From an optimization exercise on the open Yosys and OpenROAD flow, aimed at small area and a short achievable clock period; shortcuts taken in it are not production practice. At most, simulation tests tie the RTL to the original design; equivalence was not proved. Only the layout flow was run in run 1; the RTL was not checked for function there. Power and IR drop assume default switching activity.

==> flow/design.v <==
module Banco_reg(
    input  wire        Clk,
    input  wire        Reset,
    input  wire        RegWrite,
    input  wire [4:0]  ReadRegNext,    
    input  wire [4:0]  WriteReg,
    input  wire [31:0] WriteData,
    output wire [31:0] ReadData
);
    wire [1023:0] q;
    reg  [31:0]   valid;
    reg  [31:0]   sel;
    wire [31:0]   wsel = RegWrite ? (32'd1 << WriteReg) : 32'd0;
    wire [31:0]   valid_nx = valid | wsel;
    genvar i;
    generate
        for (i = 0; i < 32; i = i + 1) begin : g_r
            reg [31:0] r;
            always @(posedge Clk)
                if (wsel[i]) r <= WriteData;
            assign q[32*i +: 32] = r;
        end
    endgenerate
    always @(posedge Clk or posedge Reset) begin
        if (Reset) valid <= 32'd0;
        else valid <= valid_nx;
    end
    always @(posedge Clk) sel <= (32'd1 << ReadRegNext) & valid_nx;
    reg [31:0] acc;
    integer j;
    always @(*) begin
        acc = 32'd0;
        for (j = 0; j < 32; j = j + 1) acc = acc | ({32{sel[j]}} & q[32*j +: 32]);
    end
    assign ReadData = acc;
endmodule
module Brancher(
    input  wire [1:0]  BranchOP,
    input  wire [15:0] adress,
    input  wire [31:0] ALU_out,
    input  wire        GT,
    input  wire        LT,
    input  wire        ET,
    output wire [31:0] Brancher_out
);
    reg RESULT;
    always @(*) begin
        case (BranchOP)
            2'b00: RESULT = ET;
            2'b01: RESULT = ~ET;
            2'b10: RESULT = GT;
            default: RESULT = LT | ET;
        endcase
    end
    wire [31:0] off = {14'd0, adress, 2'b00};
    wire [32:0] c;
    wire [31:0] saida;
    assign c[0] = 1'b0;
    genvar i;
    generate
        for (i = 0; i < 32; i = i + 1) begin : g_add
            assign saida[i] = ALU_out[i] ^ off[i] ^ c[i];
            assign c[i+1]   = (ALU_out[i] & off[i]) | (c[i] & (ALU_out[i] ^ off[i]));
        end
    endgenerate
    assign Brancher_out = RESULT ? saida : ALU_out;
endmodule
module UC(
    input  wire clk,
    input  wire reset_q,
    input  wire [5:0] Opcode,
    input  wire [5:0] Funct,
    input  wire bzero,
    input  wire overflow,
    output wire st_decode2,
    output wire nx_decode2,
    output reg  c_a_ld,
    output reg  c_a_clr,
    output reg  c_b_clr,
    output reg  c_pcw,
    output reg  [2:0] c_pcs,
    output reg  c_irw,
    output reg  c_sa,
    output reg  [1:0] c_sb,
    output reg  [1:0] c_op,
    output reg  c_aow,
    output reg  c_epcw,
    output reg  [1:0] c_bop,
    output wire [2:0] n_iord,
    output wire [1:0] n_ea,
    output wire [2:0] n_m2r,
    output wire [1:0] n_rdst,
    output wire n_rw,
    output wire n_mw
);
    reg  [3:0] step;
    reg  [1:0] exc;       
    reg  [3:0] step_nx;
    reg  [1:0] exc_nx;
    wire k0 = (Opcode == 6'h00 && Funct == 6'h20);
    wire k1 = (Opcode == 6'h00 && Funct == 6'h24);
    wire k2 = (Opcode == 6'h00 && Funct == 6'h1a);
    wire k3 = (Opcode == 6'h00 && Funct == 6'h18) | (Opcode == 6'h00 && Funct == 6'h0d);
    wire k4 = (Opcode == 6'h00 && Funct == 6'h08);
    wire k5 = (Opcode == 6'h00 && Funct == 6'h10);
    wire k6 = (Opcode == 6'h00 && Funct == 6'h12);
    wire k7 = (Opcode == 6'h00 && Funct == 6'h00) | (Opcode == 6'h00 && Funct == 6'h03) | (Opcode == 6'h00 && Funct == 6'h02);
    wire k8 = (Opcode == 6'h00 && Funct == 6'h04) | (Opcode == 6'h00 && Funct == 6'h07);
    wire k9 = (Opcode == 6'h00 && Funct == 6'h2a);
    wire k10 = (Opcode == 6'h00 && Funct == 6'h22);
    wire k11 = (Opcode == 6'h00 && Funct == 6'h13);
    wire k12 = (Opcode == 6'h00 && Funct == 6'h05);
    wire k13 = (Opcode == 6'h08);
    wire k14 = (Opcode == 6'h09);
    wire k15 = (Opcode == 6'h04);
    wire k16 = (Opcode == 6'h05);
    wire k17 = (Opcode == 6'h06);
    wire k18 = (Opcode == 6'h07);
    wire k19 = (Opcode == 6'h01);
    wire k20 = (Opcode == 6'h0a);
    wire k21 = (Opcode == 6'h0f);
    wire k22 = (Opcode == 6'h28) | (Opcode == 6'h29) | (Opcode == 6'h2b);
    wire k23 = (Opcode == 6'h20) | (Opcode == 6'h21) | (Opcode == 6'h23);
    wire k24 = (Opcode == 6'h02);
    wire k25 = (Opcode == 6'h03);
    wire dec_none = ~((Opcode == 6'h00 && Funct == 6'h20) | (Opcode == 6'h00 && Funct == 6'h24) | (Opcode == 6'h00 && Funct == 6'h1a) | (Opcode == 6'h00 && Funct == 6'h18) | (Opcode == 6'h00 && Funct == 6'h08) | (Opcode == 6'h00 && Funct == 6'h10) | (Opcode == 6'h00 && Funct == 6'h12) | (Opcode == 6'h00 && Funct == 6'h00) | (Opcode == 6'h00 && Funct == 6'h04) | (Opcode == 6'h00 && Funct == 6'h2a) | (Opcode == 6'h00 && Funct == 6'h03) | (Opcode == 6'h00 && Funct == 6'h07) | (Opcode == 6'h00 && Funct == 6'h02) | (Opcode == 6'h00 && Funct == 6'h22) | (Opcode == 6'h00 && Funct == 6'h0d) | (Opcode == 6'h00 && Funct == 6'h13) | (Opcode == 6'h00 && Funct == 6'h05) | (Opcode == 6'h08) | (Opcode == 6'h09) | (Opcode == 6'h04) | (Opcode == 6'h05) | (Opcode == 6'h06) | (Opcode == 6'h07) | (Opcode == 6'h01) | (Opcode == 6'h0a) | (Opcode == 6'h0f) | (Opcode == 6'h28) | (Opcode == 6'h29) | (Opcode == 6'h2b) | (Opcode == 6'h20) | (Opcode == 6'h21) | (Opcode == 6'h23) | (Opcode == 6'h02) | (Opcode == 6'h03));
    wire s_FETCH = (step == 4'd0 && exc == 2'd0);
    wire s_FETCH_2 = (step == 4'd1 && exc == 2'd0);
    wire s_FETCH_3 = (step == 4'd2 && exc == 2'd0);
    wire s_DECODE = (step == 4'd3 && exc == 2'd0);
    wire s_DECODE_2 = (step == 4'd4 && exc == 2'd0);
    wire s_ADD = (k0 && step == 4'd5 && exc == 2'd0);
    wire s_SUB = (k10 && step == 4'd5 && exc == 2'd0);
    wire s_AND = (k1 && step == 4'd5 && exc == 2'd0);
    wire s_ALU_TO_REG = (k0 && step == 4'd6 && exc == 2'd0) | (k1 && step == 4'd6 && exc == 2'd0) | (k10 && step == 4'd6 && exc == 2'd0);
    wire s_MULT_1 = (k3 && step == 4'd5 && exc == 2'd0);
    wire s_MULT_2 = (k3 && step == 4'd6 && exc == 2'd0);
    wire s_DIV_1 = (k2 && step == 4'd5 && exc == 2'd0);
    wire s_DIV_2 = (k2 && step == 4'd6 && exc == 2'd0);
    wire s_MFHI = (k5 && step == 4'd5 && exc == 2'd0);
    wire s_MFLO = (k6 && step == 4'd5 && exc == 2'd0);
    wire s_SHIFT_SHAMT = (k7 && step == 4'd5 && exc == 2'd0);
    wire s_SLL = (k7 && step == 4'd6 && exc == 2'd0) | (k8 && step == 4'd5 && exc == 2'd0);
    wire s_STORE_SHIFT = (k7 && step == 4'd7 && exc == 2'd0) | (k8 && step == 4'd6 && exc == 2'd0);
    wire s_JR = (k4 && step == 4'd5 && exc == 2'd0);
    wire s_SLT_1 = (k9 && step == 4'd5 && exc == 2'd0);
    wire s_SLT_2 = (k9 && step == 4'd6 && exc == 2'd0);
    wire s_RTE = (k11 && step == 4'd5 && exc == 2'd0);
    wire s_ADDM_1 = (k12 && step == 4'd5 && exc == 2'd0);
    wire s_ADDM_WAIT_1 = (k12 && step == 4'd6 && exc == 2'd0);
    wire s_ADDM_WAIT_2 = (k12 && step == 4'd7 && exc == 2'd0);
    wire s_ADDM_2 = (k12 && step == 4'd8 && exc == 2'd0);
    wire s_ADDM_3 = (k12 && step == 4'd9 && exc == 2'd0);
    wire s_ADDM_WAIT_3 = (k12 && step == 4'd10 && exc == 2'd0);
    wire s_ADDM_WAIT_4 = (k12 && step == 4'd11 && exc == 2'd0);
    wire s_ADDM_4 = (k12 && step == 4'd12 && exc == 2'd0);
    wire s_ADDM_5 = (k12 && step == 4'd13 && exc == 2'd0);
    wire s_ADDM_6 = (k12 && step == 4'd14 && exc == 2'd0);
    wire s_ADDI_ADDIU = (k13 && step == 4'd5 && exc == 2'd0) | (k14 && step == 4'd5 && exc == 2'd0);
    wire s_ADDI = (k13 && step == 4'd6 && exc == 2'd0);
    wire s_ADDIU = (k14 && step == 4'd6 && exc == 2'd0);
    wire s_BEQ_BNE_BGT_BLE = (k15 && step == 4'd5 && exc == 2'd0) | (k16 && step == 4'd5 && exc == 2'd0) | (k17 && step == 4'd5 && exc == 2'd0) | (k18 && step == 4'd5 && exc == 2'd0);
    wire s_BEQ = (k15 && step == 4'd6 && exc == 2'd0);
    wire s_BNE = (k16 && step == 4'd6 && exc == 2'd0);
    wire s_BGT = (k18 && step == 4'd6 && exc == 2'd0);
    wire s_BLE = (k17 && step == 4'd6 && exc == 2'd0);
    wire s_LB_LH_LW = (k23 && step == 4'd5 && exc == 2'd0);
    wire s_LW = (k23 && step == 4'd6 && exc == 2'd0);
    wire s_SB_SH_SW = (k22 && step == 4'd5 && exc == 2'd0);
    wire s_SW = (k22 && step == 4'd6 && exc == 2'd0);
    wire s_LUI = (k21 && step == 4'd5 && exc == 2'd0);
    wire s_LUI_WAIT = (k21 && step == 4'd6 && exc == 2'd0);
    wire s_LUI_2 = (k21 && step == 4'd8 && exc == 2'd0);
    wire s_LUI_3 = (k21 && step == 4'd9 && exc == 2'd0);
    wire s_SLTI_1 = (k20 && step == 4'd5 && exc == 2'd0);
    wire s_SLTI_2 = (k20 && step == 4'd6 && exc == 2'd0);
    wire s_SLLM_1 = (k19 && step == 4'd5 && exc == 2'd0);
    wire s_SLLM_2 = (k19 && step == 4'd6 && exc == 2'd0);
    wire s_SLLM_3 = (k19 && step == 4'd7 && exc == 2'd0);
    wire s_J = (k24 && step == 4'd5 && exc == 2'd0) | (k25 && step == 4'd7 && exc == 2'd0);
    wire s_JAL_1 = (k25 && step == 4'd5 && exc == 2'd0);
    wire s_JAL_2 = (k25 && step == 4'd6 && exc == 2'd0);
    wire s_LOCK_WRITE = (k0 && step == 4'd7 && exc == 2'd0) | (k0 && step == 4'd10 && exc == 2'd1) | (k1 && step == 4'd7 && exc == 2'd0) | (k2 && step == 4'd7 && exc == 2'd0) | (k2 && step == 4'd11 && exc == 2'd2) | (k3 && step == 4'd7 && exc == 2'd0) | (k4 && step == 4'd6 && exc == 2'd0) | (k5 && step == 4'd6 && exc == 2'd0) | (k6 && step == 4'd6 && exc == 2'd0) | (k7 && step == 4'd8 && exc == 2'd0) | (k8 && step == 4'd7 && exc == 2'd0) | (k9 && step == 4'd7 && exc == 2'd0) | (k10 && step == 4'd7 && exc == 2'd0) | (k10 && step == 4'd10 && exc == 2'd1) | (k11 && step == 4'd6 && exc == 2'd0) | (k12 && step == 4'd15 && exc == 2'd0) | (k13 && step == 4'd7 && exc == 2'd0) | (k13 && step == 4'd11 && exc == 2'd1) | (k14 && step == 4'd7 && exc == 2'd0) | (k15 && step == 4'd7 && exc == 2'd0) | (k16 && step == 4'd7 && exc == 2'd0) | (k17 && step == 4'd7 && exc == 2'd0) | (k18 && step == 4'd7 && exc == 2'd0) | (k19 && step == 4'd8 && exc == 2'd0) | (k20 && step == 4'd7 && exc == 2'd0) | (k21 && step == 4'd10 && exc == 2'd0) | (k22 && step == 4'd7 && exc == 2'd0) | (k23 && step == 4'd7 && exc == 2'd0) | (k24 && step == 4'd6 && exc == 2'd0) | (k25 && step == 4'd8 && exc == 2'd0);
    wire s_OVERFLOW = (k0 && step == 4'd6 && exc == 2'd1) | (k10 && step == 4'd6 && exc == 2'd1) | (k13 && step == 4'd7 && exc == 2'd1);
    wire s_OVERFLOW_WAIT1 = (k0 && step == 4'd7 && exc == 2'd1) | (k10 && step == 4'd7 && exc == 2'd1) | (k13 && step == 4'd8 && exc == 2'd1);
    wire s_OVERFLOW_WAIT2 = (k0 && step == 4'd8 && exc == 2'd1) | (k10 && step == 4'd8 && exc == 2'd1) | (k13 && step == 4'd9 && exc == 2'd1);
    wire s_DIV_BY_ZERO = (k2 && step == 4'd7 && exc == 2'd2);
    wire s_DIV_BY_0_WAIT1 = (k2 && step == 4'd8 && exc == 2'd2);
    wire s_DIV_BY_0_WAIT2 = (k2 && step == 4'd9 && exc == 2'd2);
    wire s_LOAD_EXP_TO_PC_1 = (k0 && step == 4'd9 && exc == 2'd1) | (k2 && step == 4'd10 && exc == 2'd2) | (k10 && step == 4'd9 && exc == 2'd1) | (k13 && step == 4'd10 && exc == 2'd1);
    wire s_LUI_WAIT_B = (k21 && step == 4'd7 && exc == 2'd0);
    assign n_iord[0] = s_LW | s_SW | s_OVERFLOW | s_OVERFLOW_WAIT1 | s_OVERFLOW_WAIT2 | s_DIV_BY_ZERO | s_DIV_BY_0_WAIT1 | s_DIV_BY_0_WAIT2;
    assign n_iord[1] = s_ADDM_3 | s_ADDM_WAIT_3 | s_ADDM_WAIT_4 | s_OVERFLOW | s_OVERFLOW_WAIT1 | s_OVERFLOW_WAIT2 | s_DIV_BY_ZERO | s_DIV_BY_0_WAIT1 | s_DIV_BY_0_WAIT2;
    assign n_iord[2] = s_ADDM_1 | s_ADDM_WAIT_1 | s_ADDM_WAIT_2;
    assign n_ea[0] = s_DIV_BY_ZERO | s_DIV_BY_0_WAIT1 | s_DIV_BY_0_WAIT2;
    assign n_ea[1] = s_OVERFLOW | s_OVERFLOW_WAIT1 | s_OVERFLOW_WAIT2 | s_DIV_BY_ZERO | s_DIV_BY_0_WAIT1 | s_DIV_BY_0_WAIT2;
    assign n_m2r[0] = s_ALU_TO_REG | s_MFLO | s_ADDM_6 | s_ADDI | s_ADDIU | s_LUI_3 | s_JAL_2;
    assign n_m2r[1] = s_ALU_TO_REG | s_SLT_2 | s_ADDM_6 | s_ADDI | s_ADDIU | s_SLTI_2 | s_JAL_2;
    assign n_m2r[2] = s_MFHI | s_MFLO;
    assign n_rdst[0] = s_ALU_TO_REG | s_MFHI | s_MFLO | s_STORE_SHIFT | s_SLT_2 | s_ADDM_6 | s_JAL_2;
    assign n_rdst[1] = s_JAL_2;
    assign n_rw = s_ALU_TO_REG | s_MFHI | s_MFLO | s_STORE_SHIFT | s_SLT_2 | s_ADDM_6 | s_ADDI | s_ADDIU | s_LW | s_LUI_3 | s_SLTI_2 | s_SLLM_3 | s_JAL_2;
    assign n_mw = s_ADDM_WAIT_2 | s_ADDM_3 | s_ADDM_WAIT_3 | s_ADDM_WAIT_4 | s_LW | s_SW | s_SLLM_2 | s_OVERFLOW | s_OVERFLOW_WAIT1 | s_OVERFLOW_WAIT2 | s_DIV_BY_ZERO | s_DIV_BY_0_WAIT1 | s_DIV_BY_0_WAIT2;
    always @(*) begin
        step_nx = step + 4'd1;
        exc_nx = exc;
        if (s_LOCK_WRITE) begin
            step_nx = 4'd0;
            exc_nx = 2'd0;
        end
        if (s_DECODE_2 && dec_none) step_nx = 4'd4;    
        if ((s_ADD | s_SUB | s_ADDI) && overflow) exc_nx = 2'd1;
        if ((s_DIV_2) && bzero) exc_nx = 2'd2;
    end
    assign st_decode2 = s_DECODE_2;
    assign nx_decode2 = s_DECODE || (s_DECODE_2 && dec_none);
    always @(posedge clk) begin
        if (reset_q) begin
            step <= 4'd1;        
            exc <= 2'd0;
            c_a_ld <= 1'd0;
            c_a_clr <= 1'd0;
            c_b_clr <= 1'd0;
            c_pcw <= 1'd0;
            c_pcs <= 3'd0;
            c_irw <= 1'd0;
            c_sa <= 1'd0;
            c_sb <= 2'd0;
            c_op <= 2'd0;
            c_aow <= 1'd0;
            c_epcw <= 1'd0;
            c_bop <= 2'd0;
        end else begin
            step <= step_nx;
            exc <= exc_nx;
            c_a_ld <= s_DECODE | s_DECODE_2;
            c_a_clr <= s_ADDM_2 | s_LOAD_EXP_TO_PC_1;
            c_b_clr <= s_ADDM_4;
            c_pcw <= s_FETCH_3 | s_JR | s_RTE | s_BEQ | s_BNE | s_BGT | s_BLE | s_SLLM_2 | s_J;
            c_pcs[0] <= s_BEQ | s_BNE | s_BGT | s_BLE | s_SLLM_2;
            c_pcs[1] <= s_J;
            c_pcs[2] <= s_RTE | s_BEQ | s_BNE | s_BGT | s_BLE;
            c_irw <= s_FETCH_3;
            c_sa <= s_ADD | s_SUB | s_AND | s_JR | s_ADDI_ADDIU | s_SLLM_1;
            c_sb[0] <= s_FETCH_3 | s_ADDI_ADDIU;
            c_sb[1] <= s_DECODE | s_JR | s_ADDM_6 | s_ADDI_ADDIU | s_LW | s_SW | s_SLLM_1 | s_JAL_2;
            c_op[0] <= s_FETCH_3 | s_DECODE | s_ADD | s_AND | s_JR | s_ADDM_6 | s_ADDI_ADDIU | s_LW | s_SW | s_SLLM_1 | s_JAL_2;
            c_op[1] <= s_SUB | s_AND | s_OVERFLOW | s_OVERFLOW_WAIT1 | s_OVERFLOW_WAIT2 | s_DIV_BY_ZERO | s_DIV_BY_0_WAIT1 | s_DIV_BY_0_WAIT2;
            c_aow <= s_DECODE | s_ADD | s_SUB | s_AND | s_ADDM_6 | s_ADDI_ADDIU | s_LW | s_SW | s_SLLM_1 | s_JAL_2;
            c_epcw <= s_OVERFLOW | s_OVERFLOW_WAIT1 | s_OVERFLOW_WAIT2 | s_DIV_BY_ZERO | s_DIV_BY_0_WAIT1 | s_DIV_BY_0_WAIT2;
            c_bop[0] <= s_BNE | s_BLE;
            c_bop[1] <= s_BGT | s_BLE;
        end
    end
endmodule
module div(
    input  wire [31:0] r,
    input  wire [31:0] n,
    input  wire [31:0] d,
    output wire [31:0] r_out,
    output wire [31:0] n_out
);
    wire [31:0] rr [0:4];
    wire [31:0] nn [0:4];
    assign rr[0] = r;
    assign nn[0] = n;
    genvar k;
    generate
        for (k = 0; k < 4; k = k + 1) begin : g_s
            wire [32:0] t  = {rr[k], nn[k][31]};
            wire [32:0] df;
            wire        ge;
            sub33 u_sub(.a(t), .b({1'b0, d}), .s(df), .nb(ge));
            assign rr[k+1] = ge ? df[31:0] : t[31:0];
            assign nn[k+1] = {nn[k][30:0], ge};
        end
    endgenerate
    assign r_out = rr[4];
    assign n_out = nn[4];
endmodule
module div0(
    input  wire [31:0] n,
    input  wire [31:0] d,
    output wire [3:0]  r_out,
    output wire [31:0] n_out
);
    wire [3:0] rr [0:4];
    assign rr[0] = 4'd0;
    genvar k;
    generate
        for (k = 0; k < 4; k = k + 1) begin : g_s
            wire [k:0]   t;
            if (k == 0) begin : g_t0
                assign t = n[31];
            end else begin : g_t
                assign t = {rr[k][k-1:0], n[31-k]};
            end
            wire         hz = ~|d[31:k+1];
            wire [k+1:0] df = {1'b0, t} - {1'b0, d[k:0]};
            wire         ge = hz & ~df[k+1];
            assign rr[k+1] = ge ? df[k:0] : t;
            assign n_out[3-k] = ge;
        end
    endgenerate
    assign r_out = rr[4];
    assign n_out[31:4] = n[27:0];
endmodule
module sub33(
    input  wire [32:0] a,
    input  wire [32:0] b,
    output wire [32:0] s,
    output wire        nb
);
    wire [32:0] bb = ~b;
    wire [32:0] p0 = a ^ bb;
    wire [32:0] g0 = a & bb;
    reg  [32:0] g, p;
    integer i, l;
    always @(*) begin
        g = g0; p = p0;
        g[0] = g0[0] | p0[0];           
        for (l = 1; l < 33; l = l * 2)
            for (i = 2*l - 1; i < 33; i = i + 2*l) begin
                g[i] = g[i] | (p[i] & g[i-l]);
                p[i] = p[i] & p[i-l];
            end
        for (l = 16; l >= 1; l = l / 2)
            for (i = 3*l - 1; i < 33; i = i + 2*l) begin
                g[i] = g[i] | (p[i] & g[i-l]);
                p[i] = p[i] & p[i-l];
            end
    end
    assign s[0] = ~p0[0];
    genvar k;
    generate
        for (k = 1; k < 33; k = k + 1) begin : g_s
            assign s[k] = p0[k] ^ g[k-1];
        end
    endgenerate
    assign nb = g[32];
endmodule
module mult(
    input  wire [31:0] a,       
    input  wire [4:0]  b5,      
    input  wire [31:0] hin,     
    input  wire [31:0] lin,     
    output wire [31:0] hout,
    output wire [31:0] lout
);
    wire        amin = (a == 32'h80000000);
    wire [32:0] pp [0:1];
    wire [1:0]  neg, ext;
    genvar j;
    generate
        for (j = 0; j < 2; j = j + 1) begin : g_pp
            wire [2:0]  t    = b5[2*j +: 3];
            wire        zero = (t == 3'b000) || (t == 3'b111);
            wire        two  = (t == 3'b011) || (t == 3'b100);
            assign neg[j]    = t[2] && !(t[1] && t[0]);
            wire [32:0] mag  = two ? {a, 1'b0} : {a[31], a};
            assign pp[j]     = zero ? 33'd0 : (mag ^ {33{neg[j]}});
            assign ext[j]    = pp[j][32] | (two & neg[j] & amin);
        end
    endgenerate
    wire [35:0] x0 = {{4{hin[31]}}, hin};
    wire [35:0] x1 = {{3{ext[0]}}, pp[0]};
    wire [35:0] x2 = {ext[1], pp[1], 2'b00};
    wire [35:0] s, c;
    assign s[1:0] = x0[1:0];
    assign c[1:0] = x1[1:0];
    assign c[2]   = neg[1];
    genvar i;
    generate
        for (i = 2; i < 36; i = i + 1) begin : g_csa
            assign s[i] = x0[i] ^ x1[i] ^ x2[i];
            if (i < 35) begin : g_c
                assign c[i+1] = (x0[i] & x1[i]) | (x0[i] & x2[i]) | (x1[i] & x2[i]);
            end
        end
    endgenerate
    wire [35:0] p0 = s ^ c;
    wire [35:0] g0 = s & c;
    reg  [35:0] g, p;
    integer k, l;
    always @(*) begin
        g = g0; p = p0;
        g[0] = g0[0] | (p0[0] & neg[0]);
        for (l = 1; l < 36; l = l * 2)
            for (k = 2*l - 1; k < 36; k = k + 2*l) begin
                g[k] = g[k] | (p[k] & g[k-l]);
                p[k] = p[k] & p[k-l];
            end
        for (l = 16; l >= 1; l = l / 2)
            for (k = 3*l - 1; k < 36; k = k + 2*l) begin
                g[k] = g[k] | (p[k] & g[k-l]);
                p[k] = p[k] & p[k-l];
            end
    end
    wire [35:0] x = p0 ^ {g[34:0], neg[0]};
    assign hout = x[35:4];
    assign lout = {x[3:0], lin[31:4]};
endmodule
module ula32(
    input  wire [1:0]  op,
    input  wire [31:0] A,
    input  wire [31:0] B,
    output wire [31:0] S,
    output wire [31:0] soma,
    output wire        Overflow,
    output wire        Igual,
    output wire        Maior,
    output wire        Menor
);
    wire [31:0] nb  = (op == 2'd1) ? B : ~B;
    wire        cin = (op == 2'd2);
    wire [31:0] p0  = A ^ nb;
    wire [31:0] g0  = A & nb;
    reg  [31:0] g, p;
    integer i, l;
    always @(*) begin
        g = g0; p = p0;
        g[0] = g0[0] | (p0[0] & cin);
        for (l = 1; l < 32; l = l * 2)
            for (i = 2*l - 1; i < 32; i = i + 2*l) begin
                g[i] = g[i] | (p[i] & g[i-l]);
                p[i] = p[i] & p[i-l];
            end
        for (l = 8; l >= 1; l = l / 2)
            for (i = 3*l - 1; i < 32; i = i + 2*l) begin
                g[i] = g[i] | (p[i] & g[i-l]);
                p[i] = p[i] & p[i-l];
            end
    end
    assign soma = p0 ^ {g[30:0], cin};
    assign Overflow = g[31] ^ g[30];
    assign S = (op == 2'd3) ? (A & B) : soma;
    assign Igual = (soma == 32'd0) & ~Overflow;
    assign Maior = ((~soma[31] & ~Overflow) | (Overflow & ~A[31])) & ~Igual;
    assign Menor = (soma[31] & ~Overflow) | (Overflow & A[31]);
endmodule
module cpu(
    input  wire        clk,
    input  wire        reset,
    output wire [31:0] mem_addr,
    output wire        mem_wr,
    output wire [31:0] mem_wdata,
    input  wire [31:0] mem_rdata,
    output wire        reg_we,
    output wire [4:0]  reg_waddr,
    output wire [31:0] reg_wdata
);
    reg [31:0] PC;                          
    reg [31:0] EPC, HI, LO;                 
    reg        epc_v, hilo_v;
    reg        reset_q;                     
    reg [31:0] IR, A, B, ALUOut;            
    wire [5:0]  op_f  = IR[31:26];
    wire [4:0]  rs    = IR[25:21];
    wire [4:0]  rt    = IR[20:16];
    wire [15:0] imm   = IR[15:0];
    wire c_a_ld, c_a_clr, c_b_clr, c_pcw, c_irw, c_sa, c_aow, c_epcw;
    wire [2:0] c_pcs;
    wire [1:0] c_sb, c_op, c_bop;
    wire [2:0] n_iord, n_m2r;
    wire [1:0] n_ea, n_rdst;
    wire n_rw, n_mw;
    wire st_decode2, nx_decode2;
    wire overflow;
    UC UC_(
        .clk(clk), .reset_q(reset_q), .Opcode(op_f), .Funct(IR[5:0]),
        .bzero(B == 32'd0), .overflow(overflow), .st_decode2(st_decode2), .nx_decode2(nx_decode2),
        .c_a_ld(c_a_ld), .c_a_clr(c_a_clr), .c_b_clr(c_b_clr),
        .c_pcw(c_pcw), .c_pcs(c_pcs), .c_irw(c_irw),
        .c_sa(c_sa), .c_sb(c_sb), .c_op(c_op), .c_aow(c_aow), .c_epcw(c_epcw), .c_bop(c_bop),
        .n_iord(n_iord), .n_ea(n_ea), .n_m2r(n_m2r), .n_rdst(n_rdst), .n_rw(n_rw), .n_mw(n_mw)
    );
    reg  [4:0]  waddr_nx;            
    reg  [31:0] wdata_nx;            
    wire [31:0] rd;
    wire [31:0] ir_nx = c_irw ? mem_rdata : IR;
    Banco_reg BANCO_REG_(
        .Clk(clk), .Reset(reset), .RegWrite(n_rw),
        .ReadRegNext(nx_decode2 ? ir_nx[20:16] : ir_nx[25:21]),
        .WriteReg(waddr_nx), .WriteData(wdata_nx), .ReadData(rd)
    );
    wire [31:0] ain = c_sa ? A : PC;
    reg  [31:0] bin;
    always @(*) begin
        case (c_sb)
            2'd0: bin = B;
            2'd1: bin = 32'd4;
            2'd2: bin = 32'd0;
            default: bin = {{16{imm[15]}}, imm};
        endcase
    end
    wire [31:0] alu_res, soma;
    wire igual, maior, menor;
    ula32 ULA_(
        .op(c_op), .A(ain), .B(bin), .S(alu_res), .soma(soma),
        .Overflow(overflow), .Igual(igual), .Maior(maior), .Menor(menor)
    );
    wire [31:0] br_out;
    Brancher BRANCHER_(
        .BranchOP(c_bop), .adress(imm), .ALU_out(ALUOut),
        .GT(maior), .LT(menor), .ET(igual), .Brancher_out(br_out)
    );
    reg [31:0] pc_in;
    always @(*) begin
        case (c_pcs)
            3'd0: pc_in = alu_res;
            3'd1: pc_in = ALUOut;
            3'd2: pc_in = {PC[31:28], rt, rs, imm, 2'b00};
            3'd3: pc_in = 32'b00000100110001001011010010110100;
            3'd4, 3'd6: pc_in = epc_v ? EPC : 32'd0;
            default: pc_in = br_out;
        endcase
    end
    wire md_go = st_decode2 && (op_f == 6'd0) &&
                 ((IR[5:0] == 6'h18) || (IR[5:0] == 6'h1a));
    reg  [2:0] md_step;         
    reg        md_on;
    reg        md_div;
    always @(posedge clk) begin
        if (reset_q) begin
            md_on <= 1'b0;
        end else if (md_go) begin
            md_on <= 1'b1;
        end else if (md_step == 3'd7) begin
            md_on <= 1'b0;
        end
    end
    always @(posedge clk) begin
        md_step <= md_go ? 3'd0 : md_step + 3'd1;
        if (md_go) md_div <= IR[1];
    end
    wire md_first = (md_step == 3'd0);
    reg         bm1;
    wire [31:0] m_a  = md_first ? rd : A;
    wire [4:0]  m_b5 = md_first ? {B[3:0], 1'b0} : {LO[3:0], bm1};
    wire [31:0] m_h  = md_first ? 32'd0 : HI;
    wire [31:0] m_l  = md_first ? B : LO;
    always @(posedge clk) bm1 <= m_b5[4];
    wire [31:0] m_hi, m_lo;
    mult MULT_(.a(m_a), .b5(m_b5), .hin(m_h), .lin(m_l), .hout(m_hi), .lout(m_lo));
    wire [3:0]  d0_r;
    wire [31:0] d0_n, d1_r, d1_n;
    div0 DIV0_(.n(rd), .d(B), .r_out(d0_r), .n_out(d0_n));
    div  DIV_ (.r(LO), .n(HI), .d(B), .r_out(d1_r), .n_out(d1_n));
    always @(posedge clk or posedge reset) begin
        if (reset) hilo_v <= 1'b0;
        else if (md_on) hilo_v <= 1'b1;
    end
    always @(posedge clk) begin
        if (md_on) begin
            if (md_div) begin
                HI <= md_first ? d0_n : d1_n;
                LO <= md_first ? {28'd0, d0_r} : d1_r;
            end else begin
                HI <= m_hi; LO <= m_lo;
            end
        end
    end
    wire [31:0] pc_nx  = c_pcw ? pc_in : PC;
    wire [31:0] alu_nx = c_aow ? alu_res : ALUOut;
    wire        a_rf   = c_a_ld && !st_decode2;      
    wire        b_rf   = c_a_ld && st_decode2;       
    wire [31:0] a_nx   = a_rf ? rd : c_a_clr ? 32'd0 : A;
    wire [31:0] b_nx   = b_rf ? rd : c_b_clr ? 32'd0 : B;
    always @(posedge clk or posedge reset) begin
        if (reset) begin
            PC <= 32'd0; epc_v <= 1'b0;
        end else begin
            PC <= pc_nx;
            if (c_epcw) epc_v <= 1'b1;
        end
    end
    always @(posedge clk) begin
        reset_q <= reset;
        if (c_epcw) EPC <= alu_res;
    end
    always @(posedge clk) begin
        IR <= ir_nx;
        A <= a_nx;
        B <= b_nx;
        ALUOut <= alu_nx;
    end
    always @(*) begin
        case (n_rdst)
            2'd0: waddr_nx = rt;
            2'd1: waddr_nx = IR[15:11];
            2'd2: waddr_nx = 5'd29;
            default: waddr_nx = 5'd31;
        endcase
        case (n_m2r)
            3'd1: wdata_nx = {imm, 16'b0};
            3'd2: wdata_nx = {32{menor}};
            3'd3: wdata_nx = alu_nx;
            3'd4: wdata_nx = hilo_v ? HI : 32'd0;
            3'd5: wdata_nx = hilo_v ? LO : 32'd0;
            default: wdata_nx = 32'd0;
        endcase
    end
    reg [31:0] addr, wdata_o, wdata_b;
    reg [4:0]  waddr_o;
    reg        we_o, mw_o;
    always @(posedge clk) begin
        case (n_iord)
            3'd0: addr <= pc_nx;
            3'd1: addr <= alu_nx;
            3'd2: addr <= b_nx;
            3'd3: addr <= {24'd0, 6'b111111, n_ea};
            default: addr <= a_nx;
        endcase
        waddr_o <= waddr_nx;
        wdata_o <= wdata_nx;
        we_o    <= n_rw;
        mw_o    <= n_mw;
        wdata_b <= n_mw ? b_nx : 32'd0;
    end
    assign mem_addr  = addr;
    assign mem_wr    = mw_o;
    assign mem_wdata = wdata_b;
    assign reg_we    = we_o;
    assign reg_waddr = waddr_o;
    assign reg_wdata = wdata_o;
endmodule
==> flow/flow/run.sh <==
#!/bin/bash
# Layout flow: the standard layout (standard.sh: unchanged synthesis,
# floorplan, power grid, placement, CTS and routing), plus:
#  - after the standard synthesis, the combinational logic outside the fan-in
#    cone of the HI/LO registers (the timing-critical divider) is re-mapped by
#    ABC for area (remap.ys, remap.abc). Flip-flops keep their cells and names.
#    If that step fails, the standard netlist is used as it is.
#  - the port buffers that placement inserts on every input and output are
#    plain buffers (buf_2);
#  - the resizer's setup margin asks repair_timing to keep working on paths
#    until they would meet a shorter period (the SDC and clock are unchanged).
# Each tool writes its output to a log of its own in this folder (and ORFS to
# its logs in orfs/logs).
set -euo pipefail
MARGIN=59.5
{
  echo 'export BUFFER_PORTS_ARGS = -buffer_cell sky130_fd_sc_hd__buf_2'
  echo "export SETUP_SLACK_MARGIN = ${MARGIN}"
} >> config.mk
bash standard.sh synth > standard_synth.log 2>&1

RES=orfs/results/${FLOW_PLATFORM}/cpu/base
LIB=${FLOW_HOME}/platforms/${FLOW_PLATFORM}/lib/sky130_fd_sc_hd__tt_025C_1v80.lib
remap() {
  : > remap_keep.txt
  sed -e "s#@LIB@#$LIB#g; s#@NET@#$RES/1_2_yosys.v#; s#@TOP@#${FLOW_TOP}#g; s#@KEEP@#remap_keep.txt#g; s#@ABC@#flow/remap.abc#; s#@OUT@#remap_out.v#" \
    flow/remap.ys > remap_run.ys || return 1
  yosys -l remap_yosys.log -s remap_run.ys > /dev/null 2>&1 || return 1
  [ -s remap_out.v ] && grep -q "^module ${FLOW_TOP}(" remap_out.v || return 1
  # the same flip-flops, by name and cell, as the standard netlist
  grep -oE "sky130_fd_sc_hd__e?df[a-z0-9_]* [^ ]+" "$RES/1_2_yosys.v" | sort > remap_ff_std.txt
  grep -oE "sky130_fd_sc_hd__e?df[a-z0-9_]* [^ ]+" remap_out.v | sort > remap_ff_new.txt
  cmp -s remap_ff_std.txt remap_ff_new.txt || return 1
  cp "$RES/1_2_yosys.v" standard_1_2_yosys.v
  cp remap_out.v "$RES/1_2_yosys.v"
  rm -f "$RES/1_synth.odb" "$RES/1_synth.sdc"
}
if remap; then echo "remap: used" > remap_status.txt; else echo "remap: not used" > remap_status.txt; fi
bash standard.sh > standard_layout.log 2>&1
==> flow/flow/cone.py <==
#!/usr/bin/env python3
"""cone.py NETLIST REGEX OUT: instances in the combinational fan-in cone of the D-like
inputs of flops whose instance name matches REGEX (stopping at flops and ports)."""
import re, sys
net = open(sys.argv[1]).read()
OUTPINS = {'X', 'Y', 'Q', 'Q_N', 'SUM', 'COUT', 'HI', 'LO'}
inst = {}      # name -> (type, {pin: net})
for m in re.finditer(r'^\s*(sky130_fd_sc_hd__\w+)\s+(\S+)\s*\((.*?)\);', net, re.S | re.M):
    typ, name, body = m.group(1), m.group(2), m.group(3)
    pins = dict(re.findall(r'\.(\w+)\(([^()]*?)\)\s*,?', body))
    inst[name] = (typ, {k: v.strip() for k, v in pins.items()})
driver = {}
for name, (typ, pins) in inst.items():
    for p, n in pins.items():
        if p in OUTPINS: driver[n] = name
isff = lambda t: re.match(r'sky130_fd_sc_hd__(df|edf|sdf|dl)', t) is not None
rx = re.compile(sys.argv[2])
start = [n for n, (t, _) in inst.items() if isff(t) and rx.search(n)]
seen = set(); stack = []
for s in start:
    for p, n in inst[s][1].items():
        if p not in OUTPINS and p != 'CLK': stack.append(n)
while stack:
    n = stack.pop()
    d = driver.get(n)
    if d is None or d in seen: continue
    t, pins = inst[d]
    if isff(t): continue
    seen.add(d)
    for p, nn in pins.items():
        if p not in OUTPINS: stack.append(nn)
with open(sys.argv[3], 'w') as f:
    for s in sorted(seen): f.write('cpu/' + s + '\n')
print(len(start), 'flops,', len(seen), 'cells in cone of', len(inst))
==> flow/flow/remap.abc <==
&get -n
&st
&syn2
&dch -f
&nf
&st
&syn2
&dch -f
&nf
&st
&dch -f
&nf
&put
topo
stime -c
buffer -c
upsize -c
dnsize -c
==> flow/flow/remap.ys <==
# Re-map the combinational logic of the standard synthesis outside the cells
# listed in @KEEP@ (the fan-in cone of the HI/LO registers, which holds the
# timing-critical divider). Flip-flops, adder cells and tie cells are kept as
# they are, with their names.
read_liberty -ignore_miss_func @LIB@
read_verilog @NET@
hierarchy -top @TOP@
setattr -mod -set keep_hierarchy 1 sky130_fd_sc_hd__df* sky130_fd_sc_hd__edf* sky130_fd_sc_hd__fa_* sky130_fd_sc_hd__ha_* sky130_fd_sc_hd__conb_*
select -read @KEEP@
setattr -set keep_hierarchy 1
select -clear
flatten
opt_clean -purge
stat -liberty @LIB@
abc -liberty @LIB@ -script @ABC@ -dont_use sky130_fd_sc_hd__probe_p_8 -dont_use sky130_fd_sc_hd__probec_p_8 -dont_use sky130_fd_sc_hd__lpflow_*
opt_clean -purge
hilomap -singleton -hicell sky130_fd_sc_hd__conb_1 HI -locell sky130_fd_sc_hd__conb_1 LO
splitnets
opt_clean -purge
insbuf -buf sky130_fd_sc_hd__buf_4 A X
opt_clean
stat -liberty @LIB@
select @TOP@
write_verilog -noattr -nohex -nodec -selected @OUT@
==> flow/standard.sh <==
#!/bin/bash
# synth_recipe.tcl (not shown) runs the flow's synth.tcl, then flattens the netlist and writes it again
# the make line also repeats each setting of config.mk as NAME=value (left out here)
make -C /OpenROAD-flow-scripts/flow DESIGN_CONFIG=/design/flow/config.mk WORK_HOME=/design/flow/orfs CLKGATE_MAP_FILE= SYNTH_SCRIPT=/design/flow/synth_recipe.tcl "${@:-finish}"
==> flow/config.mk <==
export PLATFORM = sky130hd
export DESIGN_NAME = cpu
export DESIGN_NICKNAME = cpu
export VERILOG_FILES = /design/flow/design.v
export SDC_FILE = /design/flow/constraint.sdc
export NUM_CORES = 8
export LEC_CHECK = 0
export CAP_MARGIN = 35
export CORE_MARGIN = 2
export CORE_UTILIZATION = 40
export CTS_CLUSTER_DIAMETER = 100
export CTS_CLUSTER_SIZE = 25
export SLEW_MARGIN = 35
export BUFFER_PORTS_ARGS = -buffer_cell sky130_fd_sc_hd__buf_2
export SETUP_SLACK_MARGIN = 59.5
==> flow/constraint.sdc <==
create_clock -name core_clock -period 76.0 [get_ports {clk}]
set_input_delay 15.2000 -clock core_clock [delete_from_list [all_inputs] [get_ports {clk}]]
set_output_delay 15.2000 -clock core_clock [all_outputs]
set_load 0.01 [all_outputs]
==> results.cfg, run 1 <==
[clocking]
path_clk_slew_ps = 120
cts_made_buffers = 73
cts_max_level = 3
hold_buffers = 0
cts_root_buf = clkbuf_16
cts_tree = built
clkLatencyLatePin_ps = 760
clk_path_buf_depth = 3
cts.sinks = 1479

[worst_setup_path]
critical_path.top_delay_family = flip-flops
path_buf_inv = 1
worstSetupEndpointType = primary output
cp_slowest_cell = dfxtp_4
critPathLaunch = wdata_o[14]
crit_required_ps = 60800
path_cells = buf_6
rr_startpoint = HI[31]
worstSetupStartpointType = register
crit_type = register to primary output
max_stage_delay_ps = 400
arrival_ps = 1280
worstPathMaxFanout = 1

[drt]
wl_met3_mm = 31.2
m1WireLength_mm = 100
drt_pass1_iterations = 10
vias_per_cell = 6.44
routed_wl_mm = 271
wl_met2_mm = 121
drt-initial-drc-count = 7999
highest_layer = met4
drc = 0
vias = 50800
wl_per_cell_um = 34.3
ant_nets = 0

[pwr]
power.density_nw_per_um2 = 45.2
power_mw = 3.44
irDropWorstVdd_mv = 0.0627
leakage_nw = 28.2

[timing]
fmax_ghz = 0.0607
fin_setup_tns_ps = 0
fin_crit_sh = 0.217
slew_viol_final = 0
worst_slew_pin_slew_ps = 1030
rsz0062_at_grt = true
slew_headroom = 0.312
fin_crit_ps = 16480
skew_ps = 51.2
final-setup-viol-count = 0
hold_ws_ps = 456
hold_viol_final = 0

[cells_and_area]
regMostFlops = BANCO_REG_.g_r.r
drive_gt1_frac = 0.148
largest_reg_flops = 1024
final_cells = 7885
area_delta_synth_final_pct = 12.4
final_nets = 6003
final_util = 0.451
fill_cells = 15300

[global_routing]
gr-total-overflow = 0
grt_start_max_net_pins = 67
antenna_found_initial = 6
grt_pass1_vias = 48300
grtUsageTotal = 0.306
grt_pass1_wl_mm = 375

[hold_path]
hold_class = register to register
hp-start = BANCO_REG_.valid[5]

[place]
gp_congestion = 1.01
dp.cells = 7664
dpl.hpwl_mm = 170
io_buffers = 136

[floorplan]
die_area_um2 = 173000
core_area_um2 = 169000
die-width_um = 416
rows = 151
die_y_um = 416
initial_utilization = 0.401
io_pins = 137

[job]
drv_cap = 0

[status]
outcome = complete, no violations

[synthesis]
yosysWarningCount = 9
postSynthAreaPerCell_um2 = 12.9
synth_fp_nets = 5666
syn-instance-count = 5264
syn_area_um2 = 67800
[where the power goes]
part	leakage, nW	switching, mW	internal (mW)	total, mW
combinational	13.6	1.10	0.895	2.00
sequential	13.4	0.0429	0.929	0.972
clock	1.10	0.277	0.193	0.470
[metrics by stage]
stage                     worst slack (ps)  area (um2)
after CTS                            59480       75500
after global routing                 59360       76200
after floorplan                      59580       67800
after detailed placement             55610       72600
after global placement               55800       72500
final                                59520       76200
[worst paths after layout]
check	end	slack [ps]	cells past startpoint
worst max-delay path	reg_wdata[14]	59520	1
worst min-delay path	BANCO_REG_.valid[5]	460	1
worst max register to register	LO[0]	60230	87
worst min register to register	BANCO_REG_.valid[5]	460	1
max in group asynchronous	PC[28]	60770	3
min in group asynchronous	PC[0]	14680	3
[cell usage in the layout (no fill, tap or decap), drive strengths merged, types with 18 or more instances in the layout]
| cell | instances |
|---|---|
| dfxtp | 270 |
| buf | 418 |
| a221oi | 120 |
| inv | 254 |
| a31oi | 28 |
| nand2b | 21 |
| nor2 | 389 |
| nor4 | 25 |
| o2bb2ai | 22 |
| or2 | 44 |
| o21ai | 234 |
| clkbuf | 119 |
| mux2 | 75 |
| a222oi | 231 |
| a21o | 74 |
| dfrtp | 66 |
| edfxtp | 1143 |
| and3 | 18 |
| o22ai | 42 |
| mux2i | 92 |
| nor3 | 38 |
| fa | 151 |
| nand2 | 458 |
| ha | 217 |
| o21a | 30 |
| nand3 | 143 |
| xor2 | 35 |
| a22oi | 141 |
| and2 | 54 |
| nor3b | 35 |
| a21oi | 229 |
| nand4 | 56 |
| xnor2 | 100 |
| nand3b | 51 |
| a22o | 61 |
[metal layers]
metal	vias to the layer above	track usage
met4	0	0.169
li1	21000	-
met1	25700	0.394
met3	716	0.0723
met2	3380	0.476
met5	-	0
[cell type report]
class                           instances  area, um2  share of cell area
Antenna cell                            8       20.0            0.000263
Clock buffer                          114       2020              0.0266
Clock inverter                         19        268             0.00352
Inverter                              244        927              0.0122
Multi-Input combinational cell       3376      25500               0.335
Sequential cell                      1479      41500               0.544
Tap cell                             2218       2780              0.0364
Timing Repair Buffer                  427       3180              0.0418
[timing repair]
action	in CTS	in global routing
buffers inserted	27	41
gates resized for setup	78	53
cloned	5	5
endpoints found under the setup margin	41	34
pin swaps	28	72
==> run 2, diff against run 1 <==
--- a/flow/design.v
+++ b/flow/design.v
@@ -35,35 +35,4 @@
     assign ReadData = acc;
 endmodule
-module Brancher(
-    input  wire [1:0]  BranchOP,
-    input  wire [15:0] adress,
-    input  wire [31:0] ALU_out,
-    input  wire        GT,
-    input  wire        LT,
-    input  wire        ET,
-    output wire [31:0] Brancher_out
-);
-    reg RESULT;
-    always @(*) begin
-        case (BranchOP)
-            2'b00: RESULT = ET;
-            2'b01: RESULT = ~ET;
-            2'b10: RESULT = GT;
-            default: RESULT = LT | ET;
-        endcase
-    end
-    wire [31:0] off = {14'd0, adress, 2'b00};
-    wire [32:0] c;
-    wire [31:0] saida;
-    assign c[0] = 1'b0;
-    genvar i;
-    generate
-        for (i = 0; i < 32; i = i + 1) begin : g_add
-            assign saida[i] = ALU_out[i] ^ off[i] ^ c[i];
-            assign c[i+1]   = (ALU_out[i] & off[i]) | (c[i] & (ALU_out[i] ^ off[i]));
-        end
-    endgenerate
-    assign Brancher_out = RESULT ? saida : ALU_out;
-endmodule
 module UC(
     input  wire clk,
@@ -82,9 +51,10 @@
     output reg  c_irw,
     output reg  c_sa,
-    output reg  [1:0] c_sb,
+    output reg  [2:0] c_sb,
     output reg  [1:0] c_op,
     output reg  c_aow,
     output reg  c_epcw,
     output reg  [1:0] c_bop,
+    output reg  c_br,
     output wire [2:0] n_iord,
     output wire [1:0] n_ea,
@@ -226,9 +196,10 @@
             c_irw <= 1'd0;
             c_sa <= 1'd0;
-            c_sb <= 2'd0;
+            c_sb <= 3'd0;
             c_op <= 2'd0;
             c_aow <= 1'd0;
             c_epcw <= 1'd0;
             c_bop <= 2'd0;
+            c_br <= 1'd0;
         end else begin
             step <= step_nx;
@@ -237,18 +208,20 @@
             c_a_clr <= s_ADDM_2 | s_LOAD_EXP_TO_PC_1;
             c_b_clr <= s_ADDM_4;
-            c_pcw <= s_FETCH_3 | s_JR | s_RTE | s_BEQ | s_BNE | s_BGT | s_BLE | s_SLLM_2 | s_J;
+            c_pcw <= s_FETCH_3 | s_JR | s_RTE | s_SLLM_2 | s_J;
             c_pcs[0] <= s_BEQ | s_BNE | s_BGT | s_BLE | s_SLLM_2;
             c_pcs[1] <= s_J;
-            c_pcs[2] <= s_RTE | s_BEQ | s_BNE | s_BGT | s_BLE;
+            c_pcs[2] <= s_RTE;
             c_irw <= s_FETCH_3;
             c_sa <= s_ADD | s_SUB | s_AND | s_JR | s_ADDI_ADDIU | s_SLLM_1;
             c_sb[0] <= s_FETCH_3 | s_ADDI_ADDIU;
             c_sb[1] <= s_DECODE | s_JR | s_ADDM_6 | s_ADDI_ADDIU | s_LW | s_SW | s_SLLM_1 | s_JAL_2;
-            c_op[0] <= s_FETCH_3 | s_DECODE | s_ADD | s_AND | s_JR | s_ADDM_6 | s_ADDI_ADDIU | s_LW | s_SW | s_SLLM_1 | s_JAL_2;
+            c_sb[2] <= s_BEQ_BNE_BGT_BLE;
+            c_op[0] <= s_FETCH_3 | s_DECODE | s_ADD | s_AND | s_JR | s_ADDM_6 | s_ADDI_ADDIU | s_BEQ_BNE_BGT_BLE | s_LW | s_SW | s_SLLM_1 | s_JAL_2;
             c_op[1] <= s_SUB | s_AND | s_OVERFLOW | s_OVERFLOW_WAIT1 | s_OVERFLOW_WAIT2 | s_DIV_BY_ZERO | s_DIV_BY_0_WAIT1 | s_DIV_BY_0_WAIT2;
-            c_aow <= s_DECODE | s_ADD | s_SUB | s_AND | s_ADDM_6 | s_ADDI_ADDIU | s_LW | s_SW | s_SLLM_1 | s_JAL_2;
+            c_aow <= s_DECODE | s_ADD | s_SUB | s_AND | s_ADDM_6 | s_ADDI_ADDIU | s_BEQ_BNE_BGT_BLE | s_LW | s_SW | s_SLLM_1 | s_JAL_2;
             c_epcw <= s_OVERFLOW | s_OVERFLOW_WAIT1 | s_OVERFLOW_WAIT2 | s_DIV_BY_ZERO | s_DIV_BY_0_WAIT1 | s_DIV_BY_0_WAIT2;
             c_bop[0] <= s_BNE | s_BLE;
             c_bop[1] <= s_BGT | s_BLE;
+            c_br <= s_BEQ | s_BNE | s_BGT | s_BLE;
         end
     end
@@ -459,7 +432,7 @@
     wire [4:0]  rt    = IR[20:16];
     wire [15:0] imm   = IR[15:0];
-    wire c_a_ld, c_a_clr, c_b_clr, c_pcw, c_irw, c_sa, c_aow, c_epcw;
-    wire [2:0] c_pcs;
-    wire [1:0] c_sb, c_op, c_bop;
+    wire c_a_ld, c_a_clr, c_b_clr, c_pcw, c_irw, c_sa, c_aow, c_epcw, c_br;
+    wire [2:0] c_pcs, c_sb;
+    wire [1:0] c_op, c_bop;
     wire [2:0] n_iord, n_m2r;
     wire [1:0] n_ea, n_rdst;
@@ -472,5 +445,5 @@
         .c_a_ld(c_a_ld), .c_a_clr(c_a_clr), .c_b_clr(c_b_clr),
         .c_pcw(c_pcw), .c_pcs(c_pcs), .c_irw(c_irw),
-        .c_sa(c_sa), .c_sb(c_sb), .c_op(c_op), .c_aow(c_aow), .c_epcw(c_epcw), .c_bop(c_bop),
+        .c_sa(c_sa), .c_sb(c_sb), .c_op(c_op), .c_aow(c_aow), .c_epcw(c_epcw), .c_bop(c_bop), .c_br(c_br),
         .n_iord(n_iord), .n_ea(n_ea), .n_m2r(n_m2r), .n_rdst(n_rdst), .n_rw(n_rw), .n_mw(n_mw)
     );
@@ -488,8 +461,9 @@
     always @(*) begin
         case (c_sb)
-            2'd0: bin = B;
-            2'd1: bin = 32'd4;
-            2'd2: bin = 32'd0;
-            default: bin = {{16{imm[15]}}, imm};
+            3'd0: bin = B;
+            3'd1: bin = 32'd4;
+            3'd2: bin = 32'd0;
+            3'd3: bin = {{16{imm[15]}}, imm};
+            default: bin = {14'd0, imm, 2'b00};       
         endcase
     end
@@ -500,18 +474,22 @@
         .Overflow(overflow), .Igual(igual), .Maior(maior), .Menor(menor)
     );
-    wire [31:0] br_out;
-    Brancher BRANCHER_(
-        .BranchOP(c_bop), .adress(imm), .ALU_out(ALUOut),
-        .GT(maior), .LT(menor), .ET(igual), .Brancher_out(br_out)
-    );
+    reg br_taken;
+    always @(*) begin
+        case (c_bop)
+            2'b00: br_taken = igual;
+            2'b01: br_taken = ~igual;
+            2'b10: br_taken = maior;
+            default: br_taken = menor | igual;
+        endcase
+    end
+    wire pc_we = c_pcw | (c_br & br_taken);
     reg [31:0] pc_in;
     always @(*) begin
         case (c_pcs)
             3'd0: pc_in = alu_res;
-            3'd1: pc_in = ALUOut;
             3'd2: pc_in = {PC[31:28], rt, rs, imm, 2'b00};
             3'd3: pc_in = 32'b00000100110001001011010010110100;
             3'd4, 3'd6: pc_in = epc_v ? EPC : 32'd0;
-            default: pc_in = br_out;
+            default: pc_in = ALUOut;
         endcase
     end
@@ -561,5 +539,5 @@
         end
     end
-    wire [31:0] pc_nx  = c_pcw ? pc_in : PC;
+    wire [31:0] pc_nx  = pc_we ? pc_in : PC;
     wire [31:0] alu_nx = c_aow ? alu_res : ALUOut;
     wire        a_rf   = c_a_ld && !st_decode2;      
--- a/flow/config.mk
+++ b/flow/config.mk
@@ -8,5 +8,5 @@
 export CAP_MARGIN = 35
 export CORE_MARGIN = 2
-export CORE_UTILIZATION = 40
+export CORE_UTILIZATION = 60
 export CTS_CLUSTER_DIAMETER = 100
 export CTS_CLUSTER_SIZE = 25
==> run 2 against run 1 <==
Effect of this change: first-iteration DRC count increased by 14%; sequential power increased by 1%; global-route usage increased by 12 points; utilization increased by 21 points; largest power group unchanged.
==> results.cfg, run 2 <==
[status]
outcome = complete, no violations

[pwr]
leakage_nw = 26.8
power.density_nw_per_um2 = 39.9
irDropWorstVdd_mv = 0.0413

[synthesis]
syn-instance-count = 5184
yosysWarningCount = 8
synth_fp_nets = 5557
syn_area_um2 = 67100
postSynthAreaPerCell_um2 = 12.9

[worst_setup_path]
cp_slowest_cell = dfxtp_1
worstSetupEndpoint = reg_wdata[5]
crit_type = register to primary output
path_cells = buf_2
worstSetupStartpointType = register
worstSetupEndpointType = primary output
critPathLaunch = wdata_o[5]
critical_path.top_delay_family = flip-flops
max_stage_delay_ps = 390
arrival_ps = 1280
worstPathMaxFanout = 1
reg2reg_slack_ps = 60690
cp.depth = 1
path_buf_inv = 1
crit_required_ps = 60800
rr_startpoint = HI[31]
worstRegToRegCells = 70
worstReg2RegEnd = LO[5]

[drt]
wl_met3_mm = 34.5
routed_wl_mm = 249
drt-initial-drc-count = 9154
vias_per_cell = 7.14
ant_nets = 0
drc = 0
highest_layer = met5
vias = 50100
wl_met2_mm = 109
m1WireLength_mm = 87.4
wl_per_cell_um = 35.5
drt_pass1_iterations = 9

[timing]
hold_ws_ps = 450
hold_viol_final = 0
slew_viol_final = 0
fin_crit_ps = 16480
skew_ps = 60.2
rsz0062_at_grt = false
final-setup-viol-count = 0
slew_headroom = 0.253
fmax_ghz = 0.0607
worst_slew_pin_slew_ps = 1090
fin_crit_sh = 0.217
fin_setup_tns_ps = 0

[floorplan]
io_pins = 137
initial_utilization = 0.605
die_y_um = 338
core_area_um2 = 111000
rows = 122
die_area_um2 = 114000
die-width_um = 338

[cells_and_area]
layout_commonest_cell = edfxtp_1
largest_reg_flops = 1024
area_delta_synth_final_pct = 9.76
final_cell_mix = edfxtp_1 (1,143), nand2_1 (411), nor2_1 (322)
final_util = 0.664
fill_cells = 8190
final_nets = 5840
drive_gt1_frac = 0.121
regMostFlops = BANCO_REG_.g_r.r

[clocking]
cts.sinks = 1481
cts_max_level = 3
clkLatencyLatePin_ps = 740
clk_path_buf_depth = 3
path_clk_slew_ps = 100
cts_tree = built
cts_made_buffers = 73
cts_root_buf = clkbuf_16
hold_buffers = 0

[global_routing]
antenna_found_initial = 18
grtUsageTotal = 0.427
gr-total-overflow = 0
grt_pass1_wl_mm = 348
grt_start_max_net_pins = 77
grt_pass1_vias = 46600

[place]
io_buffers = 136
gp_congestion = 1.01
dpl.hpwl_mm = 156

[hold_path]
hold_class = register to register
hold_depth = 2

[job]
drv_cap = 0
## run 2: power breakdown
part,leakage (nW),switching [mW],total (mW),internal [mW]
clock,1.11,0.271,0.465,0.194
combinational,13.1,0.913,1.49,0.577
sequential,12.6,0.0402,0.983,0.943
total,26.8,1.22,2.94,1.71
## run 2: metrics by stage
step	worst slack (ps)	power, mW	std cells	instance area (um2)
6_report	59520	2.94	7026	73600
5_1_grt	59500	3.12	7015	73600
4_1_cts	59500	2.89	7005	73400
3_5_place_dp	59270	2.43	6870	71000
3_3_place_gp	59390	2.40	6866	71000
2_1_floorplan	59780	2.03	5184	67100
## run 2: timing repair
action,CTS,global route
buffers inserted,0,8
endpoints found under the setup margin,29,34
resized for setup,4,26
pin swaps,0,1
## run 2: worst min-delay path by stage
stage	from	to	slack, ps
after detailed placement	BANCO_REG_.valid[1]	BANCO_REG_.valid[1]	430
after floorplan	BANCO_REG_.valid[16]	BANCO_REG_.valid[16]	420
final	BANCO_REG_.valid[1]	BANCO_REG_.valid[1]	450
after CTS	BANCO_REG_.valid[1]	BANCO_REG_.valid[1]	450
after global routing	BANCO_REG_.valid[3]	BANCO_REG_.valid[3]	470
after global placement	BANCO_REG_.valid[5]	BANCO_REG_.valid[5]	420
## run 2: worst min-delay path: cells and delay by family (launching register included)
kind / cells / cell delay, ps
buffers and inverters: 1 / 40
flip-flops: 1 / 330
AND/OR/NAND/NOR: 1 / 50
## run 2: cell type report
cell class | instances | area, um2 | area share
Sequential cell | 1481 | 41500 | 0.564
Multi-Input combinational cell | 3271 | 24500 | 0.332
Timing Repair Buffer | 358 | 2370 | 0.0322
Clock buffer | 117 | 2020 | 0.0275
Tap cell | 1488 | 1860 | 0.0253
Inverter | 282 | 1070 | 0.0145
Clock inverter | 18 | 305 | 0.00415
Antenna cell | 11 | 27.5 | 0.000374
## run 2: per-layer routing
layer  up-vias  GRT usage
met4        16      0.246
met2      4189      0.645
met1     24500      0.567
li1      20500          -
met5         -          0
met3       926      0.106
==> run 3, diff against run 2 <==
--- a/flow/flow/run.sh
+++ b/flow/flow/run.sh
@@ -13,5 +13,5 @@
 # its logs in orfs/logs).
 set -euo pipefail
-MARGIN=59.5
+MARGIN=60.2
 {
   echo 'export BUFFER_PORTS_ARGS = -buffer_cell sky130_fd_sc_hd__buf_2'
--- a/flow/config.mk
+++ b/flow/config.mk
@@ -8,8 +8,8 @@
 export CAP_MARGIN = 35
 export CORE_MARGIN = 2
-export CORE_UTILIZATION = 60
+export CORE_UTILIZATION = 40
 export CTS_CLUSTER_DIAMETER = 100
 export CTS_CLUSTER_SIZE = 25
 export SLEW_MARGIN = 35
 export BUFFER_PORTS_ARGS = -buffer_cell sky130_fd_sc_hd__buf_2
-export SETUP_SLACK_MARGIN = 59.5
+export SETUP_SLACK_MARGIN = 60.2
==> run 3 against run 2 <==
Effect of this change: still clean on timing, DRC and antenna; design area rose by 2.3%; via count fell by 0.15%; hold slack improved by 5.4 ps; combinational power rose by 3%; critical path type unchanged; critical endpoint is now reg_waddr[3].
==> results.cfg, run 3 <==
[status]
outcome = complete, no violations

[pwr]
power_mw = 3.01
leakage_nw = 27.0
irDropWorstVdd_mv = 0.0459
power.density_nw_per_um2 = 39.9

[clocking]
cts_max_level = 3
clkLatencyLatePin_ps = 780
cts_tree = built
cts_root_buf = clkbuf_16
path_clk_slew_ps = 100
clk_path_buf_depth = 3
cts_made_buffers = 76
cts.sinks = 1481

[cells_and_area]
final_nets = 5831
largest_reg_flops = 1024
drive_gt1_frac = 0.137
final_cell_mix = edfxtp_1 (1,143), nand2_1 (411), nor2_1 (321)
layout_commonest_cell = edfxtp_1
regMostFlops = BANCO_REG_.g_r.r
final_cell_area_um2 = 75300
final_cells = 7731
area_delta_synth_final_pct = 12.3
final_util = 0.451

[hold_path]
hold_class = register to register

[global_routing]
grt_pass1_wl_mm = 367
grt_start_max_net_pins = 67
grt_pass1_vias = 47300
gr-total-overflow = 0
grtUsageTotal = 0.305
antenna_found_initial = 14

[drt]
routed_wl_mm = 265
drc = 0
drt-initial-drc-count = 8447
wl_per_cell_um = 34.3
vias = 50100
vias_per_cell = 6.48
drt_pass1_iterations = 19
ant_nets = 0

[timing]
skew_ps = 81.8
slew_headroom = 0.239
fin_crit_sh = 0.216
fin_crit_ps = 16420
final-setup-viol-count = 0
hold_viol_final = 0
fmax_ghz = 0.0609
fin_setup_tns_ps = 0
slew_viol_final = 0
rsz0062_at_grt = true
worst_slew_pin_slew_ps = 1130

[worst_setup_path]
worstSetupEndpointType = primary output
crit_type = register to primary output
cp_slowest_cell = dfxtp_2
path_cells = buf_6
critical_path.top_delay_family = flip-flops
arrival_ps = 1220
max_stage_delay_ps = 340
worstSetupStartpointType = register
crit_required_ps = 60800
path_buf_inv = 1
worstPathMaxFanout = 1

[synthesis]
yosysWarningCount = 8
syn_area_um2 = 67100
syn-instance-count = 5184
synth_fp_nets = 5557
postSynthAreaPerCell_um2 = 12.9

[place]
place_area_um2 = 71900
dp.cells = 7576
gp_congestion = 1.01
dpl.hpwl_mm = 164
io_buffers = 136

[job]
drv_cap = 0

[floorplan]
rows = 150
core_area_um2 = 167000
initial_utilization = 0.402
die_area_um2 = 171000
die-width_um = 413
die_y_um = 413
io_pins = 137
-- run 3: repair_timing --
item                                    4_1_cts  5_1_grt
resized for setup                           111       81
pin swaps                                     3        9
endpoints found under the setup margin      136      174
hold buffers                                  0        0
cloned                                        2        1
buffers inserted                              2        3
-- run 3: final timing paths --
| check | from | endpoint | slack (ps) | cells past startpoint |
|---|---|---|---|---|
| hold reg to reg | BANCO_REG_.valid[1] | BANCO_REG_.valid[1] | 460 | 2 |
| setup / recovery | waddr_o[3] | reg_waddr[3] | 59580 | 1 |
| max in group asynchronous | reset | BANCO_REG_.valid[8] | 60550 | 3 |
| min in group asynchronous | reset | PC[27] | 14490 | 2 |
| hold / removal | BANCO_REG_.valid[1] | BANCO_REG_.valid[1] | 460 | 2 |
| setup reg to reg | B[0] | LO[26] | 61040 | 70 |
-- run 3: area by class of cell --
type	count	area (um2)
fill	15000	91500
sequential	1481	41600
multi-input combinational	3272	24700
timing repair buffer	345	2770
tap	2204	2760
clock buffer	117	2110
inverter	282	1070
clock inverter	22	349
antenna	8	20.0
-- run 3: where the power goes --
group	leakage (nW)	switching (mW)	internal (mW)
Combinational	13.2	0.932	0.599
Sequential	12.6	0.0421	0.944
Clock	1.17	0.287	0.203
Total	27.0	1.26	1.75
-- run 3: routing by layer --
| metal | global-route usage | vias to the layer above | share of wire |
|---|---|---|---|
| met5 | 0 | - | 0.000030 |
| met4 | 0.158 | 2 | 0.062 |
| met3 | 0.0603 | 701 | 0.12 |
| met2 | 0.463 | 3620 | 0.44 |
| met1 | 0.414 | 25200 | 0.38 |
| li1 | - | 20500 | - |
-- run 3: metrics by stage --
| step | hold slack (ps) | setup WS, ps |
|---|---|---|
| after CTS | 457 | 59550 |
| after detailed placement | 433 | 58610 |
| final | 455 | 59580 |
| after global routing | 470 | 59560 |
| after global placement | 428 | 58950 |
| after floorplan | 416 | 59870 |
-- run 3: worst reg2reg max path, delay by kind of cell, from the launching register on --
kind / cells / cell delay (ps)
simple gates: 7 / 1240
buf+inv: 7 / 990
flops: 1 / 310
fa+ha+maj: 5 / 1360
compound gates: 49 / 10110
mux: 2 / 690

-- static timing again, ports no longer ideal --
In the flow no input, the clock included, has a driving cell. The finished layouts below were timed again as built, in two steps.
Step 1 sets driving cells, clkbuf_16 on the clock port and buf_2 on the other inputs (assumed; they add their load-dependent delay and slew).
Step 2 also shifts input and output timing later by t, the mid clock arrival at the registers, as if the neighbouring blocks saw the same clock.
a / b / c = ideal / step 1 / step 2; a / b = the first two.
| run | t (ns) | slack for setup (ns) | worst data-port slew with drivers (ns) |
|---|---|---|---|
| run 1 | 0.821 | 59.521 / 59.434 / 58.887 | 0.05 |
| run 2 | 0.793 | 59.524 / 59.443 / 59.259 | 0.04 |
| run 3 | 0.817 | 59.584 / 59.507 / 59.490 | 0.09 |
After both steps every run listed still meets setup and hold. For run 1, which loses most, drivers alone change the setup slack by -0.087 ns; drivers and shift together by -0.634 ns.
